This is an optimization exercise on Yosys and OpenROAD, whose aim is small area, not a production implementation. At most, simulation tests tie the RTL to the original design; equivalence was not proved. No functional check of the RTL was part of run 5.

[design/flow/flow/run.sh]
#!/bin/bash
# Layout flow: the standard synthesis, then its combinational logic
# re-mapped for area by ABC (registers untouched, proven equal), then the standard flow's
# standard layout from floorplan to finish. Each tool writes its own log here.
set -euo pipefail
W=$PWD
R=$W/orfs/results/$FLOW_PLATFORM/chip_to_symbol/base
LIB=$FLOW_HOME/platforms/$FLOW_PLATFORM/lib/sky130_fd_sc_hd__tt_025C_1v80.lib

# 1. standard synthesis, netlist only
bash standard.sh $R/1_2_yosys.v > synth_standard.log 2>&1
cp $R/1_2_yosys.v $W/std_1_2_yosys.v

# 2. re-map combinational logic (dont-use list as the standard synthesis used it)
DU=$(grep -o -- "-dont_use [^ ]*" $W/orfs/logs/$FLOW_PLATFORM/chip_to_symbol/base/1_2_yosys.log | sort -u | tr '\n' ' ')
export REABC_LIB=$LIB REABC_DONTUSE="$DU" REABC_TOP=$FLOW_TOP \
       REABC_IN=$W/std_1_2_yosys.v REABC_OUT=$W/reabc_1_2_yosys.v \
       REABC_SCRIPT=$W/flow/area.abc
yosys -c $W/flow/reabc.tcl > reabc.log 2>&1

# 3. prove it equal to the standard netlist; keep the standard one otherwise
if EQ_A=$W/std_1_2_yosys.v EQ_B=$W/reabc_1_2_yosys.v yosys -c $W/flow/equiv.tcl > equiv.log 2>&1; then
  cp $W/reabc_1_2_yosys.v $R/1_2_yosys.v
  echo "re-mapped netlist used" > netlist_choice.log
else
  echo "equivalence failed: standard netlist kept" > netlist_choice.log
fi

# 4. standard layout from the (newer) netlist on; clock tree options from
#    cts_args.txt when present
if [[ -f $W/flow/cts_args.txt ]]; then
  export CTS_ARGS="$(cat $W/flow/cts_args.txt)"
fi
bash standard.sh > layout.log 2>&1
[design/flow/flow/reabc.tcl]
# Re-map the combinational logic of the standard synthesis netlist with a
# stronger, area-oriented ABC script. Sequential cells and tie cells are kept
# as they are (same instances, names and cell types), so the registers are
# exactly the standard synthesis's.
yosys -import
set lib    $::env(REABC_LIB)
set du     $::env(REABC_DONTUSE)

read_liberty -ignore_miss_func $lib
foreach pat {sky130_fd_sc_hd__df* sky130_fd_sc_hd__edf* sky130_fd_sc_hd__sdf* sky130_fd_sc_hd__sedf* sky130_fd_sc_hd__dl* sky130_fd_sc_hd__conb*} {
  catch { blackbox $pat }
}
read_verilog $::env(REABC_IN)
hierarchy -top $::env(REABC_TOP)
flatten
opt_clean -purge
tee -o reabc_before.txt stat -liberty $lib
abc -script $::env(REABC_SCRIPT) -liberty $lib {*}$du
read_liberty -lib -ignore_redef $lib
opt_clean -purge
hilomap -singleton -hicell sky130_fd_sc_hd__conb_1 HI -locell sky130_fd_sc_hd__conb_1 LO
splitnets
opt_clean -purge
tee -o reabc_after.txt stat -liberty $lib
check -assert -mapped
write_verilog -noattr -nohex -nodec $::env(REABC_OUT)
[design/flow/constraint.sdc]
create_clock -name core_clock -period 10.0 [get_ports {i_clk}]
set_input_delay 2.0000 -clock core_clock [delete_from_list [all_inputs] [get_ports {i_clk}]]
set_output_delay 2.0000 -clock core_clock [all_outputs]
set_load 0.01 [all_outputs]
[design/flow/design.v]
module chip_to_symbol
(
input  logic        i_clk,
input  logic        i_rst_n,
input  logic        i_stream,
input  logic        i_stream_valid,
output logic [3:0]  o_symbol,
output logic        o_symbol_valid
);
localparam logic [31:0] C0 = 32'b11011001110000110101001000101110;
logic [4:0] r_pos;
wire last  = &r_pos;
wire first = ~|r_pos;
always_ff @(posedge i_clk, negedge i_rst_n)
    if (!i_rst_n)
        r_pos <= '0;
    else if (i_stream_valid || last)
        r_pos <= r_pos + 5'd1;
logic [7:0] bm, mb, r1, r2, r3;
always_comb
    for (int i = 0; i < 8; i++)
        bm[i] = C0[4*i + r_pos[1:0]];
assign mb = ~(bm ^ {8{i_stream}});
assign r1 = r_pos[2] ? {mb[0],   mb[7:1]} : mb;
assign r2 = r_pos[3] ? {r1[1:0], r1[7:2]} : r1;
assign r3 = r_pos[4] ? {r2[3:0], r2[7:4]} : r2;
logic [7:0] m;
assign m = {r3[7], r3[3], r3[5], r3[1], r3[6], r3[2], r3[4], r3[0]};
wire clr = first;
wire odd = r_pos[0];
wire par = r_pos[1];    
logic [3:0] r_h  [8];
logic [3:0] r_dd [8];
logic [3:0] h    [8];
logic [3:0] dd   [8];
logic [3:0] th   [8];
logic [3:0] tdd  [8];
logic [7:0] inc, zero;
logic       any;
always_comb begin
    for (int j = 0; j < 8; j++) begin
        logic g, t, l;
        h[j]  = r_h[j]  & {4{~clr}};
        dd[j] = r_dd[j] & {4{~clr}};
        l = h[j][3];
        t = (h[j] == 4'd0) & ~par;
        g = ~l & ~t;
        inc[j]  = i_stream_valid & (odd ? m[j] : (t | (m[j] ? g : l)));
        zero[j] = dd[j] == 4'd0;
    end
    any = |(zero & inc);
end
always_comb
    for (int j = 0; j < 8; j++) begin
        logic eh, edd, c;
        eh = i_stream_valid & ~odd & (m[j] ~^ par);
        c  = eh;
        for (int k = 0; k < 4; k++) begin
            th[j][k] = c;
            c = c & (h[j][k] ~^ par);
        end
        th[j][3] = th[j][3] & (h[j][3] | ~par);
        edd = (any ^ inc[j]) & ~(any & (&dd[j]));
        c   = edd;
        for (int k = 0; k < 4; k++) begin
            tdd[j][k] = c;
            c = c & (dd[j][k] ~^ any);
        end
    end
always_ff @(posedge i_clk)
    for (int j = 0; j < 8; j++) begin
        r_h[j]  <= h[j]  ^ th[j];
        r_dd[j] <= dd[j] ^ tdd[j];
    end
logic [2:0] win;
always_comb begin
    win = 3'd7;
    for (int j = 6; j >= 0; j--)
        if (r_dd[j] == 4'd0)
            win = j[2:0];
    o_symbol = {win, r_h[win][3]};
end
assign o_symbol_valid = last;
endmodule
[design/flow/flow/equiv.tcl]
# Prove the re-mapped netlist equal to the standard one: registers are paired
# by name, so this is a combinational proof of every register input and output.
yosys -import
read_liberty -ignore_miss_func $::env(REABC_LIB)
read_verilog $::env(EQ_A)
yosys rename $::env(REABC_TOP) gold
read_verilog $::env(EQ_B)
yosys rename $::env(REABC_TOP) gate
hierarchy -check
flatten gold gate
opt_clean
async2sync
yosys rename -hide w:_*
opt_clean -purge
equiv_make gold gate equiv
hierarchy -top equiv
equiv_simple -seq 2
equiv_induct
equiv_status -assert
[design/flow/config.mk]
export PLATFORM = sky130hd
export DESIGN_NAME = chip_to_symbol
export DESIGN_NICKNAME = chip_to_symbol
export VERILOG_FILES = /design/flow/design.v
export SDC_FILE = /design/flow/constraint.sdc
export NUM_CORES = 4
export LEC_CHECK = 0
export ABC_AREA = 1
export CAP_MARGIN = 20
export CORE_MARGIN = 2
export CORE_UTILIZATION = 65
export GPL_TIMING_DRIVEN = 0
export PLACE_DENSITY = 0.8
export SLEW_MARGIN = 20
[design/flow/flow/area.abc]
strash
&get -n
&deepsyn -T 60
&put
dch
map -a
amap
topo
[design/flow/standard.sh]
#!/bin/bash
# synth_recipe.tcl (not shown) runs the flow's synth.tcl, then flattens the netlist and writes it again
# the make line also repeats each setting of config.mk as NAME=value (left out here)
make -C /OpenROAD-flow-scripts/flow DESIGN_CONFIG=/design/flow/config.mk WORK_HOME=/design/flow/orfs CLKGATE_MAP_FILE= SYNTH_SCRIPT=/design/flow/synth_recipe.tcl "${@:-finish}"
[design/flow/flow/cts_args.txt]
-sink_clustering_enable -repair_clock_nets -dont_use_dummy_load -buf_list sky130_fd_sc_hd__clkbuf_8
==> summary.txt, run 1 <==
Run status
  – Outcome: no timing/DRC/antenna violations

Timing
  – Worst Tran Pin Value: 1.07 ns
  – Worst Slack Setup Final: 2.77 ns
  – Worst rel slew slack: 27.0%
  – Fin crit share: 72.3%
  – Final min period: 7.23 ns
  – Fin Clk Skew: 0.0176 ns
  – # setup viols final: 0
  – Final Hold Fails: 0
  – Fin. max-slew vios: 0
  – Fmax: 0.138 GHz
  – RSZ-0062 raised after global routing: false

Clock network
  – Clock Pin Slew Worst Setup and Hold Paths: 0.07 ns
  – Clk sinks: 69
  – Clock latency (worst-skew pair): 0.35 ns
  – CTS buffer count: 9
  – CTS tree: yes
  – CTS Buffer Depth: 2
  – Root Driver: clkbuf_8
  – Max H-tree Level: 3
  – CTS Hold Bufs: 0
  – CTS resizes: 0
  – Post-CTS setup buffers: 0

Logic synthesis
  – Post-Syn Nets: 598
  – Ys Warns: 7
  – Syn_area_per_cell: 6.70 sq um
  – Mapped cell area: 3980 sq um
  – Mapped Cells: 594

Global route
  – Initial antenna violation count: 0
  – Largest net degree at the start of global routing: 31
  – Gr usage total: 30.1%
  – GR Overflow Total: 0
  – Global-route wire length before repair: 15.6 mm
  – Vias in the first global route: 3668

Setup path
  – CP max stage delay: 0.88 ns
  – Crit path to: r_dd[1][2]
  – Critical R2R Launch: r_pos[1]
  – Crit. End Element: flop
  – Critical Path RT: 10.24 ns
  – Critical path's top delay family: compound AO/OA/AOI/OAI gates
  – Worst Setup Start Kind: input pin
  – Reg-to-Reg End: r_dd[1][2]
  – Crit path DAT: 7.47 ns
  – CP most frequent cell: clkinv_1
  – Setup slack, reg-to-reg: 3.27 ns
  – Buf+Inv Stages, Crit Path: 6
  – R2R depth: 18
  – CP max-delay cell: a2111oi_0
  – CP max FO: 19
  – Worst Setup SP: i_stream
  – Worst-path cell chain: clkdlybuf4s50_1 > clkinv_1 > o22ai_1 > nand2_1 > a31o_1 > o22a_1 > o22ai_1 > clkinv_1 > o311ai_0 > o221ai_1 > a2111oi_0 > o21ai_2 > buf_8 > clkinv_1 > nor3_1 > o32ai_1 > clkinv_1 > o21ai_0 > o21ai_0
  – Stages on worst setup path: 19
  – Crit path kind: in2reg

Die
  – Die span in y: 82.3 microns
  – Die ar.: 6770 sq um
  – IO Pins: 9
  – Core area: 5920 sq um
  – Row cnt: 28
  – Chip width: 82.3 microns
  – Initial core utilization: 67.3%

Drt
  – # DRC: 0
  – Final WL: 9.51 mm
  – Routed vias: 4106
  – 1st-pass router iterations: 4
  – Avg Vias per Cell: 5.92
  – DR iter-0 viols: 281
  – Avg WL per Cell: 13.7 microns
  – Detail Route Antenna Nets: 0

Finish
  – Antenna fix cells: 0
  – Design area: 4340 sq um
  – Final nets: 624
  – Ratio of cells with drive above 1 in the final layout: 2.91%
  – Non-filler cells, final: 693
  – Area Overhead vs Synth: 8.92%

Placement
  – Buffers on Ports: 8
  – GPL Wtd Cong: 0.859
  – DP HPWL: 6.85 mm
  – Cell area after placement: 4210 sq um
  – Inst Count DP: 684
  – Setup Slack @ Placement: 2.53 ns

Worst hold path
  – Min-delay worst type: reg2reg

Flow run
  – Number of max-cap violations: 0
-- tightest hold or removal path, cell delays in order, from the launching register on --
cell and delay [ns]:
dfxtp_1 0.31, nand2_1 0.06, o21ai_0 0.07
-- worst min-delay path by stage --
stage,end,slack [ns],from,depth (start not counted)
after floorplan,r_dd[6][3],0.47,r_dd[6][3],3
after global placement,r_dd[6][3],0.48,r_dd[6][3],3
after CTS,r_dd[6][3],0.50,r_dd[6][3],2
final,r_dd[6][3],0.50,r_dd[6][3],2
after global routing,r_dd[0][3],0.56,r_dd[0][3],2
after detailed placement,r_dd[6][3],0.49,r_dd[6][3],3
-- cell usage in the layout (no fill, tap or decap), types with 6 or more instances in the layout --
cell type and n:
nor2_1 108, clkinv_1 93, nand2_1 85, o21ai_0 83, dfxtp_1 64, o22ai_1 23, nor3_1 14, a22oi_1 13
a21oi_1 11, xor2_1 11, a31oi_1 9, o221ai_1 9, nor4_1 9, clkbuf_8 9, clkdlybuf4s50_1 8, nand3_1 6
-- through the flow --
stage	hold WS (ns)	util [%]	setup TNS (ns)
after global routing	0.556	73.3	0
after global placement	0.485	70.2	-163.40
after CTS	0.504	73.3	0
after detailed placement	0.487	71.2	0
after floorplan	0.470	-	0
final	0.499	73.3	0
-- routing by layer --
metal | part of all wire (%) | up-vias | track usage (%) | routed length, microns
met4 | 1.2 | 0 | 8.33 | 112
met2 | 47 | 87 | 51.9 | 4500
li1 | - | 2129 | - | -
met3 | 4.9 | 17 | 9.02 | 463
met1 | 47 | 1873 | 36.3 | 4440
met5 | 0 | - | 0 | 0
-- sequential cells by signal (all words and copies together), names as in the netlist --
name / flops
r_h: 32
r_dd: 32
r_pos: 5
-- layout make-up --
cell class	instances	area (sq um)
fill	492	1580
timing repair buffer	15	128
tap	75	93.8
sequential	69	1410
multi-input combinational	432	2240
clock buffer	9	124
inverter	93	349
==> run 2, diff against run 1 <==
--- a/design/flow/config.mk
+++ b/design/flow/config.mk
@@ -10,5 +10,3 @@
 export CORE_MARGIN = 2
-export CORE_UTILIZATION = 65
-export GPL_TIMING_DRIVEN = 0
-export PLACE_DENSITY = 0.8
+export CORE_UTILIZATION = 40
 export SLEW_MARGIN = 20
==> summary.txt, run 2 <==
Run status
  – Outcome: no timing/DRC/antenna violations

Placement
  – GPL Wtd Cong: 0.841
  – Buffers on Ports: 8
  – Cell area after placement: 4260 sq um
  – DP HPWL: 6.94 mm
  – Inst Count DP: 738

Clock network
  – Clock latency (worst-skew pair): 0.36 ns
  – Root Driver: clkbuf_8
  – CTS tree: yes
  – Max H-tree Level: 3
  – CTS Buffer Depth: 2
  – CTS buffer count: 9
  – CTS resizes: 0
  – Clk sinks: 69
  – Post-CTS setup buffers: 0
  – CTS Hold Bufs: 0
  – Clock Pin Slew Worst Setup and Hold Paths: 0.08 ns

Finish
  – Area Overhead vs Synth: 10.0%
  – Final core occ: 45.0%
  – Final nets: 620
  – Design area: 4380 sq um
  – Filler Cells Inserted: 1038
  – Commonest non-fill, non-tap cell in the layout: nor2_1
  – Non-filler cells, final: 747
  – Most frequent cells in the layout: nor2_1 (108), clkinv_1 (93), nand2_1 (85)
  – Ratio of cells with drive above 1 in the final layout: 2.12%
  – Regs by FF count: r_dd x32, r_h x32, r_pos x5
  – Antenna fix cells: 0

Setup path
  – CP max stage delay: 0.69 ns
  – Worst Setup Start Kind: input pin
  – Worst-path cell chain: clkdlybuf4s50_1 > clkinv_1 > o22ai_1 > nand2_1 > a31o_1 > o22a_1 > o22ai_1 > clkinv_1 > o311ai_0 > o221ai_1 > a2111oi_0 > o21ai_1 > buf_4 > and3_1 > o32ai_1 > clkinv_1 > o21ai_0 > xor2_1
  – Crit. End Element: flop
  – CP max-delay cell: o311ai_0
  – Buf+Inv Stages, Crit Path: 5
  – Critical path's top delay family: compound AO/OA/AOI/OAI gates
  – Crit path kind: in2reg
  – Crit path DAT: 7.07 ns
  – CP most frequent cell: clkinv_1
  – Critical Path RT: 10.29 ns
  – CP max FO: 25

Timing
  – Fin Clk Skew: 0.0160 ns
  – Fin. max-slew vios: 0
  – Final Hold Fails: 0
  – # setup viols final: 0
  – Fin crit share: 67.8%
  – RSZ-0062 raised after global routing: false
  – Final setup TNS: 0 ns
  – Worst rel slew slack: 32.0%
  – Worst Tran Pin Value: 1.01 ns
  – Fmax: 0.147 GHz
  – Final min period: 6.78 ns

Logic synthesis
  – Mapped Cells: 594
  – Syn_area_per_cell: 6.70 sq um
  – Post-Syn Nets: 598
  – Ys Warns: 7
  – Mapped cell area: 3980 sq um

Drt
  – Final WL: 9.80 mm
  – DR iter-0 viols: 214
  – Avg WL per Cell: 13.1 microns
  – 1st-pass router iterations: 5
  – # DRC: 0
  – Routed vias: 3979
  – Detail Route Antenna Nets: 0
  – Avg Vias per Cell: 5.33

Global route
  – Vias in the first global route: 3510
  – Gr usage total: 18.7%
  – Initial antenna violation count: 0
  – GR Overflow Total: 0
  – Global-route wire length before repair: 16.5 mm
  – Largest net degree at the start of global routing: 46

Die
  – Die span in y: 104 microns
  – Core area: 9730 sq um
  – Die ar.: 10800 sq um
  – Chip width: 104 microns
  – Initial core utilization: 40.9%
  – IO Pins: 9
  – Row cnt: 36

Flow run
  – Number of max-cap violations: 0

Worst hold path
  – Min-delay worst type: reg2reg
## run 2: tightest hold or removal path, stage by stage (launching register included)
cell	delay, ns
dfxtp_1	0.32
nand2_1	0.07
o21ai_0	0.08
## run 2: cell type report
type	count	area (sq um)	share of cell area, %
clock buffers	9	124	2.83
inverters	93	349	7.97
multi-input cells	432	2230	51.0
flip-flops and latches	69	1410	32.1
well taps	133	166	3.80
repair buffers	11	103	2.34
## run 2: per-stage QoR
step	setup slack (ns)	hold WS [ns]
2_1_floorplan	0.228	0.470
3_3_place_gp	3.22	0.485
3_5_place_dp	2.93	0.489
4_1_cts	3.29	0.506
5_1_grt	2.64	0.531
6_report	3.22	0.506
## run 2: final timing paths
| check | startpoint | to | slack [ns] | cells after the start |
|---|---|---|---|---|
| setup / recovery | i_stream | r_dd[4][2] | 3.22 | 18 |
| hold / removal | r_dd[6][3] | r_dd[6][3] | 0.51 | 2 |
| hold reg to reg | r_dd[6][3] | r_dd[6][3] | 0.51 | 2 |
| setup reg to reg | r_pos[0] | r_dd[2][2] | 4.14 | 21 |
| min in group asynchronous | i_rst_n | r_pos[2] | 1.88 | 1 |
| max in group asynchronous | i_rst_n | r_pos[4] | 7.92 | 1 |
## run 2: routing by layer
layer	share of wire (%)	track usage, %	vias up	wire length (microns)
li1	-	-	2129	-
met1	52	25.2	1778	5060
met2	43	29.4	56	4240
met3	2.9	2.83	16	286
met4	2.2	9.17	0	215
met5	0	0	-	0
==> run 3, diff against run 2 <==
--- a/design/flow/flow/run.sh
+++ b/design/flow/flow/run.sh
@@ -33,2 +33,6 @@
 fi
+# port buffer cell from buffer_ports_args.txt when present
+if [[ -f $W/flow/buffer_ports_args.txt ]]; then
+  export BUFFER_PORTS_ARGS="$(cat $W/flow/buffer_ports_args.txt)"
+fi
 bash standard.sh > layout.log 2>&1
==> design/flow/flow/buffer_ports_args.txt (new file) <==
-buffer_cell sky130_fd_sc_hd__buf_1
==> summary.txt, run 3 <==
Die
  – IO Pins: 9
  – Die ar.: 10800 sq um
  – Initial core utilization: 40.9%
  – Row cnt: 36
  – Core area: 9730 sq um
  – Chip width: 104 microns
  – Die span in y: 104 microns

Setup path
  – Critical Path RT: 10.24 ns
  – CP most frequent cell: clkinv_1
  – CP max FO: 18
  – Crit path kind: in2reg
  – Crit path DAT: 6.83 ns
  – Setup slack, reg-to-reg: 3.85 ns
  – Worst Setup SP: i_stream
  – Critical R2R Launch: r_pos[1]
  – Worst Setup Start Kind: input pin
  – CP max-delay cell: o311ai_0
  – Crit. End Element: flop
  – Worst-path cell chain: buf_1 > clkinv_1 > o22ai_1 > nor2_1 > clkinv_1 > nand3_1 > a21boi_0 > nand2_1 > o21ai_0 > o22ai_1 > clkinv_1 > o311ai_0 > o22ai_1 > a2111oi_0 > o21ai_2 > buf_4 > clkinv_1 > nor3_1 > o32ai_1 > clkinv_1 > o21ai_0 > o21ai_0
  – CP max stage delay: 0.71 ns

Finish
  – Ratio of cells with drive above 1 in the final layout: 2.44%
  – Commonest non-fill, non-tap cell in the layout: nor2_1
  – Final core occ: 44.6%
  – Final nets: 621
  – Area Overhead vs Synth: 9.05%
  – Filler Cells Inserted: 1048
  – Regs by FF count: r_dd x32, r_h x32, r_pos x5
  – Area of the multi-input gates: 2240 sq um
  – Antenna fix cells: 0
  – Storage cell area: 1410 sq um
  – Most frequent cells in the layout: nor2_1 (108), clkinv_1 (93), nand2_1 (85)
  – Non-filler cells, final: 748

Drt
  – Final WL: 9.60 mm
  – # DRC: 0
  – DR iter-0 viols: 285
  – Avg Vias per Cell: 5.28
  – Detail Route Antenna Nets: 0
  – Avg WL per Cell: 12.8 microns
  – 1st-pass router iterations: 4
  – Routed vias: 3950

Placement
  – Buffers on Ports: 8
  – Setup Slack @ Placement: 3.10 ns
  – DP HPWL: 7.00 mm
  – Inst Count DP: 739
  – GPL Wtd Cong: 0.866

Logic synthesis
  – Post-Syn Nets: 598
  – Syn_area_per_cell: 6.70 sq um
  – Mapped Cells: 594
  – Ys Warns: 7
  – Mapped cell area: 3980 sq um

Global route
  – Largest net degree at the start of global routing: 46
  – GR Overflow Total: 0
  – Initial antenna violation count: 0
  – Gr usage total: 18.9%
  – Vias in the first global route: 3586
  – Global-route wire length before repair: 16.6 mm

Clock network
  – Clock latency (worst-skew pair): 0.36 ns
  – CTS resizes: 0
  – Max H-tree Level: 3
  – Post-CTS setup buffers: 0
  – CTS Buffer Depth: 2
  – CTS tree: yes
  – CTS Hold Bufs: 0
  – CTS buffer count: 9
  – Root Driver: clkbuf_8
  – Clock Pin Slew Worst Setup and Hold Paths: 0.07 ns
  – Clk sinks: 69

Timing
  – Worst Slack Setup Final: 3.41 ns
  – # setup viols final: 0
  – Fin. max-slew vios: 0
  – Fin Clk Skew: 0.0192 ns
  – Final setup TNS: 0 ns
  – Worst rel slew slack: 43.1%
  – Worst Tran Pin Value: 0.842 ns
  – Final min period: 6.59 ns
  – RSZ-0062 raised after global routing: false
  – Fmax: 0.152 GHz
  – Final Hold Fails: 0
  – Fin crit share: 65.9%

Run status
  – Outcome: no timing/DRC/antenna violations

Flow run
  – Number of max-cap violations: 0

Worst hold path
  – Hold_sp: r_dd[6][3]
  – Min-delay worst type: reg2reg
[run 3: worst paths after layout]
check,endpoint,cells past startpoint
min in group asynchronous,r_pos[0],1
setup / recovery,r_dd[1][2],22
max in group asynchronous,r_pos[3],1
hold reg to reg,r_dd[6][3],2
setup reg to reg,r_dd[1][2],22
hold / removal,r_dd[6][3],2
[run 3: area by class of cell]
cell class              instances  share of cell area [%]
clock buffers                   9                    2.85
inverters                      93                    8.04
well taps                     133                    3.83
repair buffers                 12                    1.38
multi-input cells             432                    51.5
flip-flops and latches         69                    32.4
[run 3: through the flow]
stage	area, sq um	hold slack (ns)
after floorplan	3980	0.470
after global placement	4220	0.486
after detailed placement	4220	0.495
after CTS	4340	0.511
after global routing	4340	0.552
final	4340	0.510
[run 3: per-layer routing]
layer  track usage (%)  up-vias  share of wire, %
li1                  -     2119                 -
met5                 0        -                 0
met4              6.56        0               1.5
met2              30.1       52                44
met3              4.28       11               3.1
met1              25.3     1768                52
[run 3: worst max-delay path, delay by kind of cell]
kind,cells,cell delay [ns]
simple gates,4,0.39
buf+inv,7,1.21
compound gates,11,3.21
==> run 4, diff against run 3 <==
==> design/flow/flow/cts_args.txt (replaced) <==
-sink_clustering_enable -repair_clock_nets -dont_use_dummy_load -buf_list sky130_fd_sc_hd__clkbuf_4
--- a/design/flow/config.mk
+++ b/design/flow/config.mk
@@ -10,3 +10,3 @@
 export CORE_MARGIN = 2
-export CORE_UTILIZATION = 40
+export CORE_UTILIZATION = 60
 export SLEW_MARGIN = 20
==> summary.txt, run 4 <==
Run status
  – Outcome: no timing/DRC/antenna violations

Placement
  – GPL Wtd Cong: 0.880
  – DP HPWL: 6.83 mm
  – Buffers on Ports: 8

Global route
  – Gr usage total: 27.3%
  – Vias in the first global route: 3639
  – Largest net degree at the start of global routing: 45
  – GR Overflow Total: 0
  – Initial antenna violation count: 0
  – Global-route wire length before repair: 16.1 mm

Setup path
  – Crit path kind: in2reg
  – Worst-path cell chain: buf_1 > clkinv_1 > o22ai_1 > nor2_1 > clkinv_1 > nand2_1 > o22ai_1 > o21ai_0 > o22ai_1 > clkinv_1 > o311ai_0 > o22ai_1 > a2111oi_0 > o21ai_1 > buf_4 > and3_1 > o32ai_1 > clkinv_1 > o21ai_0 > xor2_1
  – Worst Setup Start Kind: input pin
  – Buf+Inv Stages, Crit Path: 6
  – Crit path DAT: 6.75 ns
  – CP max stage delay: 0.67 ns
  – Critical path's top delay family: compound AO/OA/AOI/OAI gates
  – Critical Path RT: 10.36 ns
  – Crit. End Element: flop
  – CP max-delay cell: a2111oi_0
  – CP max FO: 23

Timing
  – RSZ-0062 raised after global routing: false
  – Fin Clk Skew: 0.0339 ns
  – Worst rel slew slack: 47.4%
  – Fin. max-slew vios: 0
  – Final min period: 6.39 ns
  – Fin crit share: 63.9%
  – WHS: 0.507 ns
  – Fmax: 0.156 GHz
  – Worst Tran Pin Value: 0.778 ns
  – Final setup TNS: 0 ns
  – # setup viols final: 0
  – Final Hold Fails: 0

Clock network
  – Clk sinks: 69
  – CTS tree: yes
  – CTS buffer count: 9
  – Root Driver: clkbuf_4
  – CTS resizes: 0
  – Post-CTS setup buffers: 0
  – Clock latency (worst-skew pair): 0.41 ns
  – Max H-tree Level: 3
  – Clock Pin Slew Worst Setup and Hold Paths: 0.12 ns
  – CTS Buffer Depth: 2
  – CTS Hold Bufs: 0

Die
  – IO Pins: 9
  – Row cnt: 29
  – Die ar.: 7310 sq um
  – Initial core utilization: 62.4%
  – Die span in y: 85.5 microns
  – Chip width: 85.5 microns
  – Core area: 6390 sq um

Drt
  – 1st-pass router iterations: 5
  – Detail Route Antenna Nets: 0
  – Avg Vias per Cell: 5.79
  – Final WL: 9.43 mm
  – Routed vias: 4004
  – Avg WL per Cell: 13.6 microns
  – DR iter-0 viols: 211
  – # DRC: 0

Logic synthesis
  – Mapped cell area: 3980 sq um
  – Syn_area_per_cell: 6.70 sq um
  – Ys Warns: 7
  – Post-Syn Nets: 598
  – Mapped Cells: 594

Finish
  – Area Overhead vs Synth: 5.78%
  – Regs by FF count: r_dd x32, r_h x32, r_pos x5
  – Final nets: 621
  – Antenna fix cells: 0
  – Most frequent cells in the layout: nor2_1 (108), clkinv_1 (93), nand2_1 (85)
  – Ratio of cells with drive above 1 in the final layout: 2.28%
  – Commonest non-fill, non-tap cell in the layout: nor2_1

Worst hold path
  – Min-delay worst type: reg2reg

Flow run
  – Number of max-cap violations: 0
-- run 4: worst paths after layout --
check,to,cells past startpoint,slack (ns),start
max,r_dd[4][2],20,3.61,i_stream
min,r_dd[6][3],2,0.51,r_dd[6][3]
max reg2reg,r_dd[4][2],20,4.24,r_pos[1]
min reg2reg,r_dd[6][3],2,0.51,r_dd[6][3]
max in group asynchronous,r_pos[4],1,8.37,i_rst_n
min in group asynchronous,r_pos[1],1,1.43,i_rst_n
-- run 4: per-stage QoR --
stage	util (%)	instances	worst slack [ns]	area, sq um
floorplan	-	594	0.228	3980
global placement	64.9	683	3.66	4150
detailed placement	64.9	683	3.32	4150
CTS	66.0	692	3.72	4210
global route	66.0	692	3.14	4210
finish	66.0	692	3.61	4210
-- run 4: tightest hold or removal path, cell delays in order, from the launching register on --
cell     delay, ns
dfxtp_1       0.33
nand2_1       0.06
o21ai_0       0.07
-- run 4: layout make-up --
type / instances / area, sq um
Tap cell: 77 / 96.3
Timing Repair Buffer: 12 / 60.1
Sequential cell: 69 / 1410
Multi-Input combinational cell: 432 / 2230
Clock buffer: 9 / 67.6
Fill cell: 570 / 2170
Inverter: 93 / 349
-- run 4: per-layer routing --
layer / vias to the layer above / GRT usage [%] / part of all wire, %
li1: 2128 / - / -
met5: - / 4.20 / 0
met1: 1778 / 36.7 / 48
met2: 89 / 44.6 / 45
met3: 9 / 3.50 / 5.0
met4: 0 / 9.81 / 1.2
==> run 5, diff against run 4 <==
--- a/design/flow/design.v
+++ b/design/flow/design.v
@@ -42,4 +42,4 @@
         logic g, t, l;
-        h[j]  = r_h[j]  & {4{~clr}};
-        dd[j] = r_dd[j] & {4{~clr}};
+        h[j]  = r_h[j];
+        dd[j] = r_dd[j];
         l = h[j][3];
@@ -71,4 +71,4 @@
     for (int j = 0; j < 8; j++) begin
-        r_h[j]  <= h[j]  ^ th[j];
-        r_dd[j] <= dd[j] ^ tdd[j];
+        r_h[j]  <= clr ? {4{i_stream_valid & ~m[j]}} : (h[j] ^ th[j]);
+        r_dd[j] <= (dd[j] ^ tdd[j]) & {4{~clr}};
     end
==> design/flow/flow/run.sh (replaced) <==
#!/bin/bash
# Layout flow: the standard synthesis; then its combinational logic is
# re-mapped for area by ABC with a few scripts (flow/abc/*.abc), registers
# untouched; the smallest result that is proven equal to the standard netlist
# is kept; then the standard layout from floorplan to finish.
# Each tool run writes its own log in this folder.
set -euo pipefail
W=$PWD
R=$W/orfs/results/$FLOW_PLATFORM/chip_to_symbol/base
LIB=$FLOW_HOME/platforms/$FLOW_PLATFORM/lib/sky130_fd_sc_hd__tt_025C_1v80.lib

# 1. standard synthesis, netlist only
bash standard.sh $R/1_2_yosys.v > synth_standard.log 2>&1
cp $R/1_2_yosys.v $W/std_1_2_yosys.v

# 2. re-map combinational logic, one job per ABC script, 4 at a time
DU=$(grep -o -- "-dont_use [^ ]*" $W/orfs/logs/$FLOW_PLATFORM/chip_to_symbol/base/1_2_yosys.log | sort -u | tr '\n' ' ')
export REABC_LIB=$LIB REABC_DONTUSE="$DU" REABC_TOP=$FLOW_TOP REABC_IN=$W/std_1_2_yosys.v
mkdir -p $W/reabc
for s in $W/flow/abc/*.abc; do
  n=$(basename $s .abc)
  mkdir -p $W/reabc/$n
  ( cd $W/reabc/$n && REABC_OUT=$W/reabc/$n/out.v REABC_SCRIPT=$s \
      timeout 900 yosys -c $W/flow/reabc.tcl > $W/reabc/$n/yosys.log 2>&1 || true ) &
  while [[ $(jobs -r | wc -l) -ge 4 ]]; do sleep 1; done
done
wait

# 3. smallest candidate proven equal to the standard netlist; else the standard one
: > $W/reabc/areas.txt
for d in $W/reabc/*/; do
  if [[ -f $d/out.v && -f $d/reabc_after.txt ]]; then
    a=$(grep "Chip area" $d/reabc_after.txt | awk '{print $NF}')
    echo "$a $d" >> $W/reabc/areas.txt
  fi
done
sort -g $W/reabc/areas.txt -o $W/reabc/areas.txt
chosen=""
while read -r a d; do
  if EQ_A=$W/std_1_2_yosys.v EQ_B=$d/out.v yosys -c $W/flow/equiv.tcl > $d/equiv.log 2>&1; then
    chosen=$d; break
  fi
done < $W/reabc/areas.txt
if [[ -n $chosen ]]; then
  cp $chosen/out.v $R/1_2_yosys.v
  echo "re-mapped netlist used: $chosen" > netlist_choice.log
else
  echo "no re-mapped netlist proven equal: standard netlist kept" > netlist_choice.log
fi
cat $W/reabc/areas.txt >> netlist_choice.log

# 4. standard layout from the (newer) netlist on; clock tree options from
#    cts_args.txt and port buffer options from buffer_ports_args.txt
if [[ -f $W/flow/cts_args.txt ]]; then
  export CTS_ARGS="$(cat $W/flow/cts_args.txt)"
fi
if [[ -f $W/flow/buffer_ports_args.txt ]]; then
  export BUFFER_PORTS_ARGS="$(cat $W/flow/buffer_ports_args.txt)"
fi
bash standard.sh > layout.log 2>&1
==> design/flow/flow/abc/s1.abc (new file) <==
strash
&get -n
&deepsyn -J 100 -S 0
&put
dch
map -a
amap
topo
==> design/flow/flow/abc/s2.abc (new file) <==
strash
&get -n
&deepsyn -J 100 -S 0
&put
dch
amap -m
topo
==> design/flow/flow/abc/s3.abc (new file) <==
strash
&get -n
&deepsyn -J 100 -S 0
&dch -f
&nf -R 1000
&put
topo
==> design/flow/flow/abc/s4.abc (new file) <==
strash
&get -n
&deepsyn -J 100 -S 5
&put
dch
map -a
amap
topo
==> design/flow/flow/abc/s5.abc (new file) <==
strash
&get -n
&deepsyn -J 100 -S 5
&put
dch
amap -m
topo
==> design/flow/flow/abc/s6.abc (new file) <==
strash
&get -n
&deepsyn -J 100 -S 5
&dch -f
&nf -R 1000
&put
topo
==> design/flow/flow/abc/s7.abc (new file) <==
strash
&get -n
&deepsyn -J 100 -S 7
&put
dch
map -a
amap
topo
==> design/flow/flow/abc/s8.abc (new file) <==
strash
&get -n
&deepsyn -J 100 -S 7
&put
dch
amap -m
topo
==> design/flow/flow/abc/s9.abc (new file) <==
strash
&get -n
&deepsyn -J 100 -S 7
&dch -f
&nf -R 1000
&put
topo
==> design/flow/flow/cts_args.txt (replaced) <==
-sink_clustering_enable -repair_clock_nets -dont_use_dummy_load -buf_list sky130_fd_sc_hd__clkbuf_8
--- a/design/flow/flow/reabc.tcl
+++ b/design/flow/flow/reabc.tcl
@@ -16,3 +16,3 @@
 opt_clean -purge
-tee -o reabc_before.txt stat -liberty $lib
+tee -q -o reabc_before.txt stat -liberty $lib
 abc -script $::env(REABC_SCRIPT) -liberty $lib {*}$du
--- a/design/flow/config.mk
+++ b/design/flow/config.mk
@@ -10,3 +10,3 @@
 export CORE_MARGIN = 2
-export CORE_UTILIZATION = 60
+export CORE_UTILIZATION = 40
 export SLEW_MARGIN = 20
removed: design/flow/flow/area.abc
==> summary.txt, run 5 <==
Run status
  – Outcome: no timing/DRC/antenna violations

Setup path
  – Critical Path RT: 10.25 ns
  – Crit. End Element: flop
  – Worst Setup Start Kind: input pin
  – CP max stage delay: 0.50 ns
  – CP max FO: 17
  – CP max-delay cell: a211oi_1
  – Critical path's top delay family: compound AO/OA/AOI/OAI gates
  – Buf+Inv Stages, Crit Path: 4
  – Crit path DAT: 7.25 ns
  – Critical R2R Launch: r_pos[1]
  – CP most frequent cell: nor2_1
  – Worst Setup SP: i_stream
  – Crit path kind: in2reg

Worst hold path
  – Hold_sp: r_dd[7][2]
  – Min-delay worst type: reg2reg

Timing
  – Final Hold Fails: 0
  – Final setup TNS: 0 ns
  – Worst Tran Pin Value: 0.861 ns
  – Fin. max-slew vios: 0
  – RSZ-0062 raised after global routing: false
  – Fmax: 0.143 GHz
  – Worst Slack Setup Final: 3.00 ns
  – Fin Clk Skew: 0.0200 ns
  – Final min period: 7.00 ns
  – WHS: 0.479 ns
  – # setup viols final: 0
  – Worst rel slew slack: 41.9%
  – Fin crit share: 70.0%

Global route
  – Initial antenna violation count: 0
  – Gr usage total: 19.2%
  – Vias in the first global route: 3430
  – GR Overflow Total: 0
  – Largest net degree at the start of global routing: 40
  – Global-route wire length before repair: 16.0 mm

Drt
  – DR iter-0 viols: 288
  – Avg Vias per Cell: 5.58
  – Routed vias: 3926
  – # DRC: 0
  – Detail Route Antenna Nets: 0
  – Final WL: 9.41 mm
  – 1st-pass router iterations: 5
  – Avg WL per Cell: 13.4 microns

Logic synthesis
  – Post-Syn Nets: 557
  – Ys Warns: 7
  – Mapped cell area: 3880 sq um
  – Mapped Cells: 553
  – Syn_area_per_cell: 7.02 sq um

Placement
  – GPL Wtd Cong: 0.881
  – DP HPWL: 6.64 mm
  – Setup Slack @ Placement: 2.77 ns
  – Buffers on Ports: 8
  – Cell area after placement: 4120 sq um
  – Inst Count DP: 695

Finish
  – Ratio of cells with drive above 1 in the final layout: 2.78%
  – Design area: 4250 sq um
  – Filler Cells Inserted: 950
  – Final nets: 581
  – Area of the multi-input gates: 2100 sq um
  – Commonest non-fill, non-tap cell in the layout: nor2_1
  – Area Overhead vs Synth: 9.31%
  – Antenna fix cells: 0
  – Most frequent cells in the layout: nor2_1 (104), clkinv_1 (103), o21ai_0 (68)
  – Non-filler cells, final: 704
  – Storage cell area: 1410 sq um
  – Final core occ: 45.5%
  – Regs by FF count: r_dd x32, r_h x32, r_pos x5

Clock network
  – Post-CTS setup buffers: 0
  – Clock Pin Slew Worst Setup and Hold Paths: 0.07 ns
  – Max H-tree Level: 3
  – CTS tree: yes
  – Root Driver: clkbuf_8
  – CTS Hold Bufs: 0
  – Clk sinks: 69
  – CTS buffer count: 9
  – Clock latency (worst-skew pair): 0.35 ns
  – CTS Buffer Depth: 2
  – CTS resizes: 0

Die
  – Initial core utilization: 41.6%
  – Row cnt: 35
  – Core area: 9330 sq um
  – Chip width: 103 microns
  – IO Pins: 9
  – Die span in y: 103 microns
  – Die ar.: 10500 sq um

Flow run
  – Number of max-cap violations: 0
==> run 5: area by class of cell <==
class	instances	area share (%)
clock buffer	9	2.92
multi-input combinational	381	49.5
sequential	69	33.1
inverter	103	9.11
timing repair buffer	13	1.59
tap	129	3.80
==> run 5: worst paths after layout <==
kind                               to  slack [ns]  depth (start not counted)
setup / recovery           r_dd[3][3]        3.00                         26
hold / removal             r_dd[7][2]        0.48                          2
setup reg to reg           r_dd[3][3]        3.81                         28
hold reg to reg            r_dd[7][2]        0.48                          2
max in group asynchronous    r_pos[3]        8.29                          1
min in group asynchronous    r_pos[1]        1.48                          1
==> run 5: routing by layer <==
layer / vias up / wire length, microns / part of all wire, % / global-route usage, %
li1: 2074 / - / - / -
met1: 1759 / 4640 / 49 / 25.5
met2: 83 / 4330 / 46 / 32.3
met3: 10 / 349 / 3.7 / 3.05
met4: 0 / 95 / 1.0 / 5.64
met5: - / 0 / 0 / 0
==> run 5: tightest hold or removal path, cell delays in order (launching register included) <==
cell and delay (ns):
dfxtp_1 0.31, clkinv_1 0.06, a211oi_1 0.06
==> run 6, diff against run 5 <==
--- a/design/flow/design.v
+++ b/design/flow/design.v
@@ -42,4 +42,4 @@
         logic g, t, l;
-        h[j]  = r_h[j];
-        dd[j] = r_dd[j];
+        h[j]  = r_h[j]  & {4{~clr}};
+        dd[j] = r_dd[j] & {4{~clr}};
         l = h[j][3];
@@ -71,4 +71,4 @@
     for (int j = 0; j < 8; j++) begin
-        r_h[j]  <= clr ? {4{i_stream_valid & ~m[j]}} : (h[j] ^ th[j]);
-        r_dd[j] <= (dd[j] ^ tdd[j]) & {4{~clr}};
+        r_h[j]  <= h[j]  ^ th[j];
+        r_dd[j] <= dd[j] ^ tdd[j];
     end
==> summary.txt, run 6 <==
Drt
  – Detail Route Antenna Nets: 0
  – Avg WL per Cell: 13.5 microns
  – DR iter-0 viols: 140
  – Final WL: 8.49 mm
  – Avg Vias per Cell: 5.36
  – Routed vias: 3381
  – 1st-pass router iterations: 4
  – # DRC: 0

Global route
  – Initial antenna violation count: 0
  – Global-route wire length before repair: 14.3 mm
  – Vias in the first global route: 3023
  – GR Overflow Total: 0
  – Gr usage total: 17.3%
  – Largest net degree at the start of global routing: 44

Setup path
  – Worst-path cell chain: buf_1 > xor2_1 > xnor2_1 > o21ai_0 > mux2_1 > nand2_1 > o21ai_0 > o21ai_0 > o311ai_0 > nor2_1 > a21oi_1 > nand3_1 > a21o_1 > clkinv_1 > nor3_1 > a21oi_1 > a211oi_1 > xnor2_1
  – Worst Setup Start Kind: input pin
  – Critical path's top delay family: compound AO/OA/AOI/OAI gates
  – CP max-delay cell: a21o_1
  – Stages on worst setup path: 18
  – Critical Path RT: 10.27 ns
  – Crit path kind: in2reg
  – CP max stage delay: 0.74 ns
  – R2R depth: 17
  – CP max FO: 28
  – Crit. End Element: flop
  – Buf+Inv Stages, Crit Path: 2
  – CP most frequent cell: o21ai_0
  – Worst Setup SP: i_stream
  – Critical R2R Launch: r_pos[0]
  – Crit path DAT: 6.41 ns

Clock network
  – CTS tree: yes
  – CTS Buffer Depth: 2
  – Clock Pin Slew Worst Setup and Hold Paths: 0.07 ns
  – Post-CTS setup buffers: 0
  – Root Driver: clkbuf_8
  – Max H-tree Level: 3
  – Clock latency (worst-skew pair): 0.35 ns
  – Clk sinks: 69
  – CTS resizes: 0
  – CTS Hold Bufs: 0
  – CTS buffer count: 9

Finish
  – Regs by FF count: r_dd x32, r_h x32, r_pos x5
  – Design area: 4160 sq um
  – Commonest non-fill, non-tap cell in the layout: nand2_1
  – Antenna fix cells: 0
  – Final nets: 508
  – Non-filler cells, final: 631
  – Most frequent cells in the layout: nand2_1 (103), dfxtp_1 (64), xor2_1 (48)
  – Area Overhead vs Synth: 8.69%
  – Ratio of cells with drive above 1 in the final layout: 2.59%

Timing
  – Final setup TNS: 0 ns
  – Final Hold Fails: 0
  – WHS: 0.496 ns
  – # setup viols final: 0
  – Fmax: 0.163 GHz
  – Fin Clk Skew: 0.0239 ns
  – Fin crit share: 61.4%
  – Worst Tran Pin Value: 0.964 ns
  – RSZ-0062 raised after global routing: false
  – Fin. max-slew vios: 0
  – Worst rel slew slack: 35.8%
  – Final min period: 6.14 ns

Logic synthesis
  – Syn_area_per_cell: 7.93 sq um
  – Ys Warns: 7
  – Post-Syn Nets: 487
  – Mapped cell area: 3830 sq um
  – Mapped Cells: 483

Die
  – Core area: 9280 sq um
  – Row cnt: 35
  – Die ar.: 10400 sq um
  – Initial core utilization: 41.3%
  – Die span in y: 102 microns
  – Chip width: 102 microns
  – IO Pins: 9

Worst hold path
  – WHS Path Cells: 2
  – Hold_sp: r_dd[4][3]
  – Min-delay worst type: reg2reg

Placement
  – DP HPWL: 5.97 mm
  – Buffers on Ports: 8
  – Inst Count DP: 622
  – GPL Wtd Cong: 0.860
  – Cell area after placement: 4040 sq um

Run status
  – Outcome: no timing/DRC/antenna violations

Flow run
  – Number of max-cap violations: 0
run 6: cell count changes in the layout (fill, tap and decap cells not counted), sizes merged, moves of 8 or more:
cell    before  now
a211oi      21    3
a21oi       24   42
a221oi      15    1
and3         3   11
clkinv     103    9
nand2       26  104
nor2       104   46
o21ai       69   32
o221ai      20    0
o22ai       38    0
xnor2        0   36
xor2         0   48
run 6: routing by layer:
layer	up-vias	wire, microns	share of wire, %	GRT usage (%)
met1	1578	4170	49	24.0
met2	52	3910	46	27.5
met5	-	0	0	0
met4	0	180	2.1	6.87
met3	17	228	2.7	2.39
li1	1734	-	-	-
run 6: worst paths after layout:
kind                              endpoint  slack (ns)
min in group asynchronous         r_pos[2]        1.50
worst max-delay path            r_dd[1][3]        3.86
worst min-delay path            r_dd[4][3]        0.50
worst max register to register  r_dd[1][3]        4.55
worst min register to register  r_dd[4][3]        0.50
max in group asynchronous         r_pos[0]        8.28
run 6: worst register-to-register path, stage by stage (launching register included):
cell and delay [ns]:
dfrtp_1 0.92, nand2_1 0.16, o21ai_0 0.11, a21oi_1 0.08, xnor2_1 0.29, o21ai_0 0.21, mux2_1 0.34, o21ai_0 0.45
o311ai_0 0.35, nor2_1 0.23, a21oi_1 0.07, nand3_1 0.11, a21o_1 0.74, clkinv_1 0.42, nor3_1 0.32, a21oi_1 0.16
a211oi_1 0.27, xnor2_1 0.14
run 6: area by class of cell:
| type | count | area, sq um |
|---|---|---|
| Fill cell | 949 | 5120 |
| Multi-Input combinational cell | 405 | 2390 |
| Sequential cell | 69 | 1410 |
| Tap cell | 129 | 161 |
| Clock buffer | 9 | 124 |
| Timing Repair Buffer | 10 | 45.0 |
| Inverter | 9 | 33.8 |
run 6: through the flow:
stage,utilization (%),setup WS [ns]
after floorplan,-,4.56
after global placement,43.5,3.62
after detailed placement,43.5,3.49
after CTS,44.8,3.84
after global routing,44.8,3.34
final,44.8,3.86
==> run 7, diff against run 6 <==
==> design/flow/flow/abc/s10.abc (new file) <==
strash
&get -n
&deepsyn -J 100 -S 11
&put
dch
map -a
amap
topo
==> design/flow/flow/abc/s11.abc (new file) <==
strash
&get -n
&deepsyn -J 100 -S 11
&put
dch
amap -m
topo
==> design/flow/flow/abc/s12.abc (new file) <==
strash
&get -n
&deepsyn -J 100 -S 11
&dch -f
&nf -R 1000
&put
topo
==> design/flow/flow/abc/s13.abc (new file) <==
strash
&get -n
&deepsyn -J 100 -S 17
&put
dch
map -a
amap
topo
==> design/flow/flow/abc/s14.abc (new file) <==
strash
&get -n
&deepsyn -J 100 -S 17
&put
dch
amap -m
topo
==> design/flow/flow/abc/s15.abc (new file) <==
strash
&get -n
&deepsyn -J 100 -S 17
&dch -f
&nf -R 1000
&put
topo
==> summary.txt, run 7 <==
Setup path
  – Worst-path cell chain: buf_1 > xor2_1 > o22ai_1 > a31oi_1 > o21ai_0 > nand2_1 > o21ai_0 > a21oi_1 > a311o_1 > nand3_1 > o21ai_0 > a221oi_1 > nand2_1 > a21o_1 > clkinv_1 > nor3_1 > a21oi_1 > a211oi_1 > xnor2_1
  – CP max-delay cell: a21o_1
  – Crit path DAT: 6.25 ns
  – Crit. End Element: flop
  – Worst Setup SP: i_stream
  – Crit path kind: in2reg
  – Worst Setup Start Kind: input pin
  – Critical Path RT: 10.27 ns
  – CP max stage delay: 0.59 ns
  – CP max FO: 20
  – CP most frequent cell: o21ai_0
  – Critical R2R Launch: r_pos[0]

Finish
  – Antenna fix cells: 0
  – Regs by FF count: r_dd x32, r_h x32, r_pos x5
  – Most frequent cells in the layout: nand2_1 (103), dfxtp_1 (64), nor2_1 (63)
  – Filler Cells Inserted: 951
  – Non-filler cells, final: 635
  – Ratio of cells with drive above 1 in the final layout: 2.37%
  – Final nets: 512
  – Final core occ: 44.8%
  – Commonest non-fill, non-tap cell in the layout: nand2_1
  – Area Overhead vs Synth: 8.70%

Clock network
  – CTS Hold Bufs: 0
  – Clock latency (worst-skew pair): 0.35 ns
  – CTS Buffer Depth: 2
  – CTS tree: yes
  – CTS resizes: 0
  – Post-CTS setup buffers: 0
  – Clock Pin Slew Worst Setup and Hold Paths: 0.06 ns
  – CTS buffer count: 9
  – Root Driver: clkbuf_8
  – Max H-tree Level: 3
  – Clk sinks: 69

Die
  – Chip width: 102 microns
  – Die ar.: 10400 sq um
  – Initial core utilization: 41.2%
  – Row cnt: 35
  – IO Pins: 9
  – Core area: 9280 sq um
  – Die span in y: 102 microns

Timing
  – Fmax: 0.167 GHz
  – # setup viols final: 0
  – Worst Tran Pin Value: 0.774 ns
  – Fin Clk Skew: 0.0145 ns
  – Final Hold Fails: 0
  – Worst rel slew slack: 48.4%
  – Worst Slack Setup Final: 4.03 ns
  – Final min period: 5.97 ns
  – Fin crit share: 59.7%
  – RSZ-0062 raised after global routing: false
  – Fin. max-slew vios: 0
  – Final setup TNS: 0 ns

Drt
  – Routed vias: 3291
  – Top sig layer: met4
  – Met2 WL: 3.71 mm
  – Final WL: 8.33 mm
  – Avg Vias per Cell: 5.18
  – 1st-pass router iterations: 7
  – DR iter-0 viols: 206
  – Detail Route Antenna Nets: 0
  – Met3 WL post-DR: 286 microns
  – Avg WL per Cell: 13.1 microns
  – # DRC: 0
  – Met1 Wirelength: 4.23 mm

Global route
  – Initial antenna violation count: 0
  – Global-route wire length before repair: 14.3 mm
  – Largest net degree at the start of global routing: 44
  – Gr usage total: 17.5%
  – Vias in the first global route: 3024
  – GR Overflow Total: 0

Logic synthesis
  – Ys Warns: 7
  – Syn_area_per_cell: 7.86 sq um
  – Post-Syn Nets: 491
  – Mapped cell area: 3830 sq um
  – Mapped Cells: 487

Placement
  – Buffers on Ports: 8
  – Inst Count DP: 626
  – DP HPWL: 5.88 mm
  – Setup Slack @ Placement: 3.75 ns
  – GPL Wtd Cong: 0.803

Run status
  – Outcome: no timing/DRC/antenna violations

Worst hold path
  – Hold_sp: r_dd[4][3]
  – Min-delay worst type: reg2reg

Flow run
  – Number of max-cap violations: 0
==> run 7: final timing paths <==
path / endpoint / slack, ns / depth (start not counted)
max reg2reg: r_dd[1][3] / 4.69 / 15
min reg2reg: r_dd[4][3] / 0.49 / 2
max: r_dd[1][3] / 4.03 / 19
max in group asynchronous: r_pos[3] / 8.31 / 1
min: r_dd[4][3] / 0.49 / 2
min in group asynchronous: r_pos[4] / 1.49 / 1
==> run 7: metrics by stage <==
stage          hold WS (ns)  cell area, sq um
6_report              0.491              4160
5_1_grt               0.518              4160
4_1_cts               0.490              4160
3_5_place_dp          0.478              4040
3_3_place_gp          0.479              4040
2_1_floorplan         0.463              3830
==> run 7: area by class of cell <==
type | count | area, sq um | area share (%)
tap | 129 | 161 | 3.88
inverter | 4 | 15.0 | 0.361
clock buffer | 9 | 124 | 2.98
sequential | 69 | 1410 | 33.8
timing repair buffer | 10 | 45.0 | 1.08
multi-input combinational | 414 | 2410 | 57.9
==> run 7: routing by layer <==
layer | track usage, % | vias to the layer above
li1 | - | 1741
met1 | 24.5 | 1482
met2 | 27.4 | 60
met3 | 2.26 | 8
met4 | 6.77 | 0
met5 | 0 | -
==> run 7: critical path: cells and delay by family <==
| family | cells | cell delay (ns) |
|---|---|---|
| compound gates | 11 | 2.43 |
| simple gates | 4 | 0.70 |
| buf+inv | 2 | 0.70 |
| xor+xnor | 2 | 0.41 |

==> re-timing with driven ports <==
In the flow no input, the clock included, has a driving cell. The finished layouts below were timed again as built, in two steps.
Step 1: set_driving_cell puts a clkbuf_16 on i_clk and a buf_2 on each other input, an assumption about the parent block.
Step 2, shift: input delay + t, output delay - t, t = (earliest + latest rising clock arrival at the registers) / 2. This alone moves slack from input paths to output paths.
Slacks: ideal / step 1 / step 2; pairs: ideal / step 1.
| run | t (ns) | setup slack, ns | worst setup path after step 2 | cell pins on the clock port's net |
|---|---|---|---|---|
| run 1 | 0.378 | 2.768 / 2.779 / 2.401 | input to register | 1 |
| run 2 | 0.380 | 3.219 / 3.228 / 2.848 | input to register | 1 |
| run 3 | 0.377 | 3.413 / 3.421 / 3.044 | input to register | 1 |
| run 4 | 0.429 | 3.610 / 3.619 / 3.190 | input to register | 1 |
| run 5 | 0.372 | 2.997 / 3.008 / 2.636 | input to register | 1 |
| run 6 | 0.364 | 3.861 / 3.867 / 3.503 | input to register | 1 |
| run 7 | 0.375 | 4.025 / 4.032 / 3.657 | input to register | 1 |
After both steps setup and hold are still met in every run listed. The setup slack of run 4, which loses most, moves by +0.009 ns with the drivers and by -0.420 ns with both steps.
